Context: an optimization exercise on an open-source flow, tuned for small area and a short achievable clock period. The choices shown serve that exercise and are no tape-out recipe. Where RTL was checked, it was by simulation tests only, not by an equivalence proof against the original.

job 3939:
// mac_unit
module mac_unit #(
    parameter AW = 16,
    parameter BW = 16,
    parameter ACCW = 40,
    parameter SIGNED = 0
)(
    input  wire clk,
    input  wire rst_n,
    input  wire en,
    input  wire valid_in,
    input  wire [AW-1:0] a,
    input  wire [BW-1:0] b,
    output reg  valid_out,
    output reg  [ACCW-1:0] acc_out
);
For scale: ~1200 cells after synthesis, about 120 flip-flops, roughly 11000 µm² of cells after synthesis.
==> flow/config.mk <==
export PLATFORM = sky130hd
export DESIGN_NAME = mac_unit
export DESIGN_NICKNAME = mac_unit
export VERILOG_FILES = /design/flow/design.v
export SDC_FILE = /design/flow/constraint.sdc
export NUM_CORES = 4
export LEC_CHECK = 0
export CAP_MARGIN = 20
export CORE_MARGIN = 2
export CORE_UTILIZATION = 80
export CTS_BUF_LIST = sky130_fd_sc_hd__clkbuf_4 sky130_fd_sc_hd__clkbuf_8
export PLACE_DENSITY = 0.8
export SETUP_SLACK_MARGIN = 3.7
export SLEW_MARGIN = 20
export SYNTH_HIERARCHICAL = 1
export SYNTH_MINIMUM_KEEP_SIZE = 0
==> flow/constraint.sdc <==
create_clock -name core_clock -period 7.0 [get_ports {clk}]
set_input_delay 1.4000 -clock core_clock [delete_from_list [all_inputs] [get_ports {clk}]]
set_output_delay 1.4000 -clock core_clock [all_outputs]
set_load 0.01 [all_outputs]
run.sh (not shown) runs the stock make flow with config.mk's settings and CLKGATE_MAP_FILE= SYNTH_SCRIPT=/design/flow/synth_recipe.tcl, a recipe that flattens the netlist after the stock synthesis.
Status: job 3939 FAILED at 5_1_grt (tool error)
Setup changes, job 3939 to job 9632
- clearing PLACE_DENSITY, which used to be 0.8
- swapping 80 for 65 in CORE_UTILIZATION
- swapping 3.7 for 3.75 in SETUP_SLACK_MARGIN
==> summary.txt <==
Re average cell area after synthesis: no difference whatsoever between job 3939 and job 9632.
Job 3939 → job 9632: number of buffers added to fix hold violations after cts flat; number of instances resized during post-cts repair down about 2.1%; count of buffers from port buffering flat; count of mapped cells out of synthesis flat.
Compared with job 3939, job 9632 shows number of placed instances with taps included that has gone up by a few percent.
Per the final summary, job 9632 finished and its layout is clean on timing, DRC and antenna.
In the metrics for job 9632 and job 3939, the one carrying the higher cell area reported after detailed placement is job 9632.

* * *

Another version of the RTL of mac_unit (not shown whole).
For scale: ~1100 cells after synthesis, about 120 flip-flops, roughly 77 I/O pins, roughly 0.011 mm^2 of cells after synthesis.
clock: 7.0 ns
lec_check: 0
cap_margin: 20
core_margin: 2
core_utilization: 65
cts_buf_list: sky130_fd_sc_hd__clkbuf_4 sky130_fd_sc_hd__clkbuf_8
setup_slack_margin: 3.3
slew_margin: 20
synth_hierarchical: 1
synth_minimum_keep_size: 0
The baseline completed without violations.
Change:
Settings changed: SETUP_SLACK_MARGIN 3.3 to 3.5.
What happened: Non-clock buffer count increases by 17; wire length increases by 2.1%.
Function was not checked in any run of this note: the RTL went through the layout flow alone.

* * *

Another version of the RTL of mac_unit (not shown whole).
For scale: roughly 1100 cells after synthesis, roughly 77 I/O pins.
==> flow/design.v (excerpt) <==
module mac_unit #(
    parameter AW = 16,
    parameter BW = 16,
    parameter ACCW = 40,
    parameter SIGNED = 0
)(
    input  wire clk,
    input  wire rst_n,
    input  wire en,
    input  wire valid_in,
    input  wire [AW-1:0] a,
    input  wire [BW-1:0] b,
    output reg  valid_out,
    output reg  [ACCW-1:0] acc_out
);
clock: 7.0 ns
lec_check: 0
cap_margin: 20
core_margin: 2
core_utilization: 40
setup_slack_margin: 3.4
slew_margin: 20
synth_hierarchical: 1
synth_minimum_keep_size: 0
The first run completed with no timing, DRC or antenna violations.
Change:
ABC_AREA = 1   (was unset)
SETUP_SLACK_MARGIN = 3   (was 3.4)
Outcome: Die area increases by about 10%; wire length increases by about 10%; worst setup slack gets worse by 0.37 ns; area after synthesis increases by 9.9%; first-iteration DRC count decreases by about 4.5%; cell area hardly moves; global-route usage increases by 0.59 points.
Change:
ABC_AREA = unset   (was 1)
SETUP_SLACK_MARGIN = 3.7   (was 3)
Final cell count decreases by 16%.
Core utilization is higher by 8.5 points.
Setup slack gains 0.34 ns.
Non-clock buffer count came out higher by 77.
Wire length fell by 4.0%.
Synthesized area shrinks by 9.0%.
Count of clock-buffer cells in the layout came out higher by 4.
Change:
CORE_UTILIZATION = 65   (was 40)
CTS_BUF_LIST = sky130_fd_sc_hd__clkbuf_4 sky130_fd_sc_hd__clkbuf_8   (was unset)
SETUP_SLACK_MARGIN = 3   (was 3.7)
After rerunning: Die area drops by 38%. Routed wire length drops by 16%. Worst setup slack loses 0.35 ns.
Change:
CTS_BUF_LIST = unset   (was sky130_fd_sc_hd__clkbuf_4 sky130_fd_sc_hd__clkbuf_8)
Result: Clock skew drops by 0.0038 ns. Global-route usage climbs by 0.32 points. Design area climbs by 1.1%. Final cell count stays the same. Die area does not change. Wire length hardly moves. Via count climbs by 0.51%. Clock-buffer cell count does not change.

* * *

Setup of exp/indigo:
RTL: one of the versions met above, not the one the previous note started from.
For scale: roughly 120 flip-flops, ~11,000 µm² of cells after synthesis.
==> flow/design.v (excerpt) <==
module mac_unit #(
    parameter AW = 16,
    parameter BW = 16,
    parameter ACCW = 40,
    parameter SIGNED = 0
)(
    input  wire clk,
    input  wire rst_n,
    input  wire en,
    input  wire valid_in,
    input  wire [AW-1:0] a,
    input  wire [BW-1:0] b,
    output reg  valid_out,
    output reg  [ACCW-1:0] acc_out
);
  reg [80:0] pr;
  reg valid_reg;
  wire [39:0] nacc = ~acc_out;
  wire p1;
  wire p2;
  wire p3;
  wire p4;
  wire p5;
  wire p6;
  wire p7;
  wire p8;
  wire p9;
  wire p10;
  wire p11;
  wire p12;
  wire p13;
  wire p14;
  wire p15;
  wire p16;
  wire p17;
  wire p18;
  wire p19;
  wire p20;
  wire p21;
  wire p22;
  wire p23;
  wire p24;
  wire p25;
  wire p26;
  wire p27;
  wire p28;
  wire p29;
  wire p30;
  wire p31;
  wire p32;
  wire p33;
  wire p34;
  wire p35;
  wire p36;
  wire p37;
  wire p38;
  wire p39;
  wire p40;
  wire p41;
  wire p42;
  wire p43;
  wire p44;
  wire p45;
  wire p46;
  wire p47;
  wire p48;
  wire p49;
  wire p50;
  wire p51;
  wire p52;
  wire p53;
  wire p54;
  wire p55;
  wire p56;
  wire p57;
  wire p58;
  wire p59;
  wire p60;
  wire p61;
  wire p62;
  wire p63;
  wire p64;
  wire p65;
  wire p66;
  wire p67;
  wire p68;
  wire p69;
  wire p70;
  wire p71;
  wire p72;
  wire p73;
  wire p74;
  wire p75;
  wire p76;
  wire p77;
  wire p78;
  wire p79;
  wire p80;
  wire p81;
  wire p82;
  wire p83;
  wire p84;
  wire p85;
  wire p86;
  wire p87;
  wire p88;
  wire p89;
  wire p90;
  wire p91;
  wire p92;
  wire p93;
  wire p94;
  wire p95;
  wire p96;
  wire p97;
  wire p98;
  wire p99;
  wire p100;
  wire p101;
  wire p102;
  wire p103;
  wire p104;
  wire p105;
  wire p106;
  wire p107;
  wire p108;
  wire p109;
  wire p110;
  wire p111;
  wire p112;
  wire p113;
  wire p114;
  wire p115;
  wire p116;
  wire p117;
  wire p118;
  wire p119;
  wire p120;
  wire p121;
  wire p122;
  wire p123;
  wire p124;
  wire p125;
  wire p126;
  wire p127;
  wire p128;
  wire p129;
  wire p130;
  wire p131;
  wire p132;
  wire p133;
  wire p134;
  wire p135;
  wire p136;
  wire p137;
  wire p138;
  wire p139;
  wire p140;
  wire p141;
  wire p142;
  wire p143;
  wire p144;
  wire p145;
  wire p146;
  wire p147;
  wire p148;
  wire p149;
  wire p150;
  wire p151;
  wire p152;
  wire p153;
  wire p154;
  wire p155;
  wire p156;
  wire p157;
  ...
export LEC_CHECK = 0
export CAP_MARGIN = 20
export CORE_MARGIN = 2
export CORE_UTILIZATION = 72
export CTS_BUF_LIST = sky130_fd_sc_hd__clkbuf_4 sky130_fd_sc_hd__clkbuf_8
export SETUP_SLACK_MARGIN = 3.7
export SLEW_MARGIN = 20
export SYNTH_HIERARCHICAL = 1
export SYNTH_MINIMUM_KEEP_SIZE = 0
create_clock -name core_clock -period 7.0 [get_ports {clk}]
Changes in exp/cedar relative to exp/indigo:
- swapping 72 for 65 in CORE_UTILIZATION
- swapping 20 for 5 in CAP_MARGIN
- swapping 20 for 5 in SLEW_MARGIN
Findings:
exp/cedar: full flow OK, the timing, DRC and antenna checks passed. Number of tap instances | exp/cedar above exp/indigo. exp/cedar -> exp/indigo: residual overflow from global routing delta 0, exact match. exp/indigo → exp/cedar: critical path depth in cells down 5, final worst slack has increased.
Here is what was changed in the inputs of exp/zinc compared with exp/cedar.
- SLEW_MARGIN: 5 -> 20
- CAP_MARGIN: 5 -> 20
- ABC_AREA: unset -> 1
--- outcome ---
- Per the comparison of exp/zinc with exp/cedar, worst path required time rose by 0.02 ns, delay contributed by the slowest stage of the critical path grew by 0.03 ns, average routed wire per standard cell now smaller, design area shows an increase of 9.5%.
- Between exp/zinc and exp/cedar, it is exp/zinc whose slew at the pin with the worst max-slew slack is higher, by 0.067 ns.
- For the synthesis-to-finish area growth, exp/zinc came in 0.69 points lower than exp/cedar did.
- exp/zinc vs exp/cedar: global-route usage up in exp/zinc
- Of exp/zinc and exp/cedar, the lower number of different library cells in the post-synthesis netlist belongs to exp/zinc.
- Maximum number of pins on one net before global-route repair: exp/zinc and exp/cedar compared, lower one is exp/cedar
- Met3 demand-to-capacity share in global routing: exp/cedar vs exp/zinc — no meaningful difference

* * *

run E:
Starting RTL as in the previous note.
Settings: LEC_CHECK=0, CAP_MARGIN=20, CORE_MARGIN=2, CORE_UTILIZATION=65, CTS_BUF_LIST=sky130_fd_sc_hd__clkbuf_4 sky130_fd_sc_hd__clkbuf_8, SETUP_SLACK_MARGIN=3.7, SLEW_MARGIN=20, SYNTH_HIERARCHICAL=1, SYNTH_MINIMUM_KEEP_SIZE=0; clock period 7.0 ns.
standard.sh (not shown) runs the stock make flow with config.mk's settings and CLKGATE_MAP_FILE= SYNTH_SCRIPT=/design/flow/synth_recipe.tcl, a recipe that flattens the netlist after the stock synthesis.
==> flow/flow/run.sh <==
#!/bin/bash
# The standard layout (the standard.sh, all steps), with the port
# buffers inserted as the smallest buffer cell; the flow's repair steps
# resize the ones on critical paths.
set -e
cp standard.sh standard_sh.txt
export BUFFER_PORTS_ARGS="-buffer_cell sky130_fd_sc_hd__buf_1"
bash standard.sh > standard.log 2>&1
Setup changes, run E to run D
- setting TNS_END_PERCENT to 50 for the first time
==> flow/run.sh (new file) <==
#!/bin/bash
# synth_recipe.tcl (not shown) runs the flow's synth.tcl, then flattens the netlist and writes it again
# the make line also repeats each setting of config.mk as NAME=value (left out here)
make -C /OpenROAD-flow-scripts/flow DESIGN_CONFIG=/design/flow/config.mk WORK_HOME=/design/flow/orfs CLKGATE_MAP_FILE= SYNTH_SCRIPT=/design/flow/synth_recipe.tcl finish
removed: flow/flow/run.sh
removed: flow/standard.sh
Notes after the runs:
Run D finished every step from synthesis to the final layout, and the layout passed the timing, DRC and antenna checks.
Global routing met2 resource utilization: run D lower than run E
Between run D and run E, it is run D whose average wire length per cell after detail routing is lower, by about 3%.
In the metrics for run D and run E, the one carrying the higher relative slew slack is run D.
Compared with run E, in run D growth of design area from synthesis to finish now smaller, largest buffer count on any clock path comparable, utilization now smaller, wire length now smaller.

* * *

mac_unit again, from the RTL that the note above started with.
Settings: LEC_CHECK=0, CAP_MARGIN=20, CORE_MARGIN=2, CORE_UTILIZATION=65, CTS_BUF_LIST=sky130_fd_sc_hd__clkbuf_4 sky130_fd_sc_hd__clkbuf_8, SETUP_SLACK_MARGIN=3.7, SLEW_MARGIN=20, SYNTH_HIERARCHICAL=1, SYNTH_MINIMUM_KEEP_SIZE=0, TNS_END_PERCENT=20; clock period 7.0 ns.
run.sh (not shown) runs the stock make flow with config.mk's settings and CLKGATE_MAP_FILE= SYNTH_SCRIPT=/design/flow/synth_recipe.tcl, a recipe that flattens the netlist after the stock synthesis.
Stock flow here: none of the scripts above is used.
The first run ran to the end with no violations.
==> next run, changes <==
Settings changed: TNS_END_PERCENT 20 to not set.
What happened: Sequential share of layout area falls by 0.45 points. Wire length falls by 5.6%. Setup slack is better by 0.081 ns. Die area does not change. Hold slack is worse by 0.0048 ns. Count of clock-buffer cells in the layout falls by 2. Maximum frequency rises by 2.5%. Final area rises by 2.3%. Register-to-register slack is better by 0.03 ns.
==> next run, changes <==
Settings changed: SETUP_SLACK_MARGIN 3.7 to 3.9.
What happened:
- clock-buffer cell count goes down by 1
- cell count came out higher by a little under a tenth
- non-clock buffer count goes up by 112
==> next run, changes <==
Settings changed: SETUP_SLACK_MARGIN 3.9 to 3.6.
Design area came out lower by 15%.
Synthesized cell count stays the same.
Global-route usage came out lower by 3.8 points.

* * *

mac_unit, a different RTL version from the one above (not shown whole).
## mac_unit
module mac_unit #(
    parameter AW = 16,
    parameter BW = 16,
    parameter ACCW = 40,
    parameter SIGNED = 0
)(
    input  wire clk,
    input  wire rst_n,
    input  wire en,
    input  wire valid_in,
    input  wire [AW-1:0] a,
    input  wire [BW-1:0] b,
    output reg  valid_out,
    output reg  [ACCW-1:0] acc_out
);
make LEC_CHECK=0 CAP_MARGIN=20 CORE_MARGIN=2 CORE_UTILIZATION=40 SETUP_SLACK_MARGIN=2 SLEW_MARGIN=20 SYNTH_HIERARCHICAL=1 SYNTH_MINIMUM_KEEP_SIZE=0 finish   # period 7.0 ns
Change:
SETUP_SLACK_MARGIN = 5   (was 2)
Outcome: The new run ran to the end with no violations; wire length is higher by 19%; core utilization goes up by 10 points; worst setup slack improved by 690 ps; non-clock buffer count climbs by 129; hold slack improves by 3.4 ps.
Change:
SETUP_SLACK_MARGIN = 4   (was 5)
Via count goes down by 5.9%.
Cell count goes down by 5.5%.
Die area does not change.
Routed wire length goes down by 12%.
Clock skew goes down by 3.6 ps.
First-iteration DRC count goes down by 25%.
Sequential share of layout area goes up by 0.92 points.
Setup slack gets worse by 120 ps.
Clock-buffer cell count stays the same.
Change:
SETUP_SLACK_MARGIN = not set   (was 4)
Result: The new run went through all stages and came out clean; sequential cell count is unchanged; worst hold slack got worse by 13 ps; synthesized cell count is unchanged.
Change:
SETUP_SLACK_MARGIN = 3   (was not set)
The new run completed without violations.
Hold slack got worse by 6.2 ps.
Final area went up by 1.9%.
Count of clock-buffer cells in the layout is unchanged.
First-iteration DRC count went down by 33%.
Via count hardly moves.
Clock skew went down by 4.7 ps.
Flip-flop and latch count stays the same.
Routed wire length went down by 0.58%.
No run of this note included a check of the RTL's function; only the layout flow was run.

* * *

mac_unit with an RTL version that a note above also has.
For scale: about 1200 cells after synthesis, roughly 120 flip-flops, about 77 I/O pins.
// mac_unit
module mac_unit #(
    parameter AW = 16,
    parameter BW = 16,
    parameter ACCW = 40,
    parameter SIGNED = 0
)(
    input  wire clk,
    input  wire rst_n,
    input  wire en,
    input  wire valid_in,
    input  wire [AW-1:0] a,
    input  wire [BW-1:0] b,
    output reg  valid_out,
    output reg  [ACCW-1:0] acc_out
);
  reg [80:0] pr;
  reg valid_reg;
  wire [39:0] nacc = ~acc_out;
  wire p1;
  wire p2;
  wire p3;
  wire p4;
  wire p5;
  wire p6;
  wire p7;
  wire p8;
  wire p9;
  wire p10;
  wire p11;
  wire p12;
  wire p13;
  wire p14;
  wire p15;
  wire p16;
  wire p17;
  wire p18;
  wire p19;
  wire p20;
  wire p21;
  wire p22;
  wire p23;
  wire p24;
  wire p25;
  wire p26;
  wire p27;
  wire p28;
  wire p29;
  wire p30;
  wire p31;
  wire p32;
  wire p33;
  wire p34;
  wire p35;
  wire p36;
  wire p37;
  wire p38;
  wire p39;
  wire p40;
  wire p41;
  wire p42;
  wire p43;
  wire p44;
  wire p45;
  wire p46;
  wire p47;
  wire p48;
  wire p49;
  wire p50;
  wire p51;
  wire p52;
  wire p53;
  wire p54;
  wire p55;
  wire p56;
  wire p57;
  wire p58;
  wire p59;
  wire p60;
  wire p61;
  wire p62;
  wire p63;
  wire p64;
  wire p65;
  wire p66;
  wire p67;
  wire p68;
  wire p69;
  wire p70;
  wire p71;
  wire p72;
  wire p73;
  wire p74;
  wire p75;
  wire p76;
  wire p77;
  wire p78;
  wire p79;
  wire p80;
  wire p81;
  wire p82;
  wire p83;
  wire p84;
  wire p85;
  wire p86;
  wire p87;
  wire p88;
  wire p89;
  wire p90;
  wire p91;
  wire p92;
  wire p93;
  wire p94;
  wire p95;
  wire p96;
  wire p97;
  wire p98;
  wire p99;
  wire p100;
  wire p101;
  wire p102;
  wire p103;
  wire p104;
  wire p105;
  wire p106;
  wire p107;
  wire p108;
  wire p109;
  wire p110;
  wire p111;
  wire p112;
  wire p113;
  wire p114;
  wire p115;
  wire p116;
  wire p117;
  wire p118;
  wire p119;
  wire p120;
  wire p121;
  wire p122;
  wire p123;
  wire p124;
  ...
export LEC_CHECK = 0
export CAP_MARGIN = 20
export CORE_MARGIN = 2
export CORE_UTILIZATION = 65
export CTS_BUF_LIST = sky130_fd_sc_hd__clkbuf_4 sky130_fd_sc_hd__clkbuf_8
export SETUP_SLACK_MARGIN = 3.65
export SLEW_MARGIN = 20
export SYNTH_HIERARCHICAL = 1
export SYNTH_MINIMUM_KEEP_SIZE = 0
create_clock -name core_clock -period 7.0 [get_ports {clk}]
Change:
Settings changed: GPL_ROUTABILITY_DRIVEN set to 0, SETUP_SLACK_MARGIN 3.65 to 3.7.
What happened:
- cell area climbs by 0.39%
- via count hardly moves
- die area stays the same
- setup slack gains 0.055 ns
- final cell count stays flat
- non-clock buffer count came out higher by 2
- global-route usage came out lower by 0.37 points

## re-timing with driven ports
In the flow no input, the clock included, has a driving cell. The finished layouts below were timed again as built, in two steps.
Step 1 assumes that a clkbuf_16 drives the clock port and a buf_2 every other input.
Step 2 times the ports against the registers' clock, not the clock port: input delays grow and output delays shrink by t, the midpoint of the rising clock arrivals with the driver on.
Three values: ideal ports, drivers, drivers and shift; two values: the first two.
| run | shift t [ns] | setup slack, ns | hold WS [ns] | worst register clock-pin slew, ns | worst slew at a driven data input, ns |
|---|---|---|---|---|---|
| job 9632 | 0.487 | 3.681 / 3.582 / 3.095 | 0.490 / 0.490 / 0.490 | 0.08 / 0.08 | 0.14 |
| the first run of note 2 | 0.486 | 3.352 / 3.348 / 2.862 | 0.478 / 0.478 / 0.478 | 0.08 / 0.08 | 0.06 |
| the second run of note 2 | 0.482 | 3.343 / 3.343 / 3.060 | 0.469 / 0.469 / 0.469 | 0.08 / 0.08 | 0.03 |
| the first run of note 3 | 0.461 | 3.396 / 3.354 / 2.893 | 0.478 / 0.478 / 0.478 | 0.07 / 0.07 | 0.12 |
| the second run of note 3 | 0.470 | 3.022 / 3.048 / 2.578 | 0.448 / 0.448 / 0.448 | 0.07 / 0.07 | 0.04 |
| the third run of note 3 | 0.471 | 3.366 / 3.363 / 2.892 | 0.480 / 0.480 / 0.480 | 0.07 / 0.07 | 0.08 |
| the fourth run of note 3 | 0.491 | 3.019 / 3.013 / 2.522 | 0.488 / 0.488 / 0.488 | 0.09 / 0.09 | 0.04 |
| the fifth run of note 3 | 0.471 | 3.041 / 3.059 / 2.588 | 0.480 / 0.480 / 0.480 | 0.07 / 0.07 | 0.04 |
| exp/indigo | 0.502 | 3.505 / 3.505 / 3.136 | 0.491 / 0.491 / 0.491 | 0.08 / 0.08 | 0.08 |
| exp/cedar | 0.482 | 3.711 / 3.727 / 3.245 | 0.487 / 0.487 / 0.487 | 0.09 / 0.09 | 0.06 |
| exp/zinc | 0.492 | 3.727 / 3.725 / 3.232 | 0.473 / 0.473 / 0.473 | 0.08 / 0.08 | 0.06 |
| run E | 0.481 | 3.673 / 3.632 / 3.150 | 0.494 / 0.494 / 0.494 | 0.08 / 0.08 | 0.10 |
| run D | 0.489 | 3.664 / 3.679 / 3.190 | 0.494 / 0.494 / 0.494 | 0.08 / 0.08 | 0.04 |
| the first run of note 6 | 0.473 | 3.629 / 3.644 / 3.171 | 0.492 / 0.492 / 0.492 | 0.07 / 0.07 | 0.04 |
| the second run of note 6 | 0.482 | 3.711 / 3.727 / 3.245 | 0.487 / 0.487 / 0.487 | 0.09 / 0.09 | 0.06 |
| the third run of note 6 | 0.501 | 3.529 / 3.529 / 3.035 | 0.491 / 0.491 / 0.491 | 0.09 / 0.09 | 0.24 |
| the fourth run of note 6 | 0.488 | 3.633 / 3.645 / 3.156 | 0.498 / 0.498 / 0.498 | 0.08 / 0.08 | 0.04 |
| the first run of note 7 | 0.394 | 2.136 / 2.152 / 1.758 | 0.477 / 0.477 / 0.477 | 0.08 / 0.08 | 0.03 |
| the second run of note 7 | 0.394 | 2.823 / 2.786 / 2.392 | 0.480 / 0.480 / 0.480 | 0.08 / 0.08 | 0.16 |
| the third run of note 7 | 0.403 | 2.704 / 2.702 / 2.299 | 0.487 / 0.487 / 0.487 | 0.08 / 0.08 | 0.06 |
| the fourth run of note 7 | 0.395 | 1.913 / 1.933 / 1.538 | 0.474 / 0.474 / 0.474 | 0.08 / 0.08 | 0.03 |
| the fifth run of note 7 | 0.396 | 2.792 / 2.788 / 2.392 | 0.468 / 0.468 / 0.468 | 0.07 / 0.07 | 0.06 |
| the first run of note 8 | 0.484 | 3.670 / 3.673 / 3.189 | 0.493 / 0.493 / 0.493 | 0.09 / 0.09 | 0.05 |
| the second run of note 8 | 0.480 | 3.725 / 3.727 / 3.246 | 0.490 / 0.490 / 0.490 | 0.08 / 0.08 | 0.05 |
After both steps every run listed still meets setup and hold. For job 9632, which loses most, drivers alone change the setup slack by -0.099 ns; drivers and shift together by -0.586 ns.
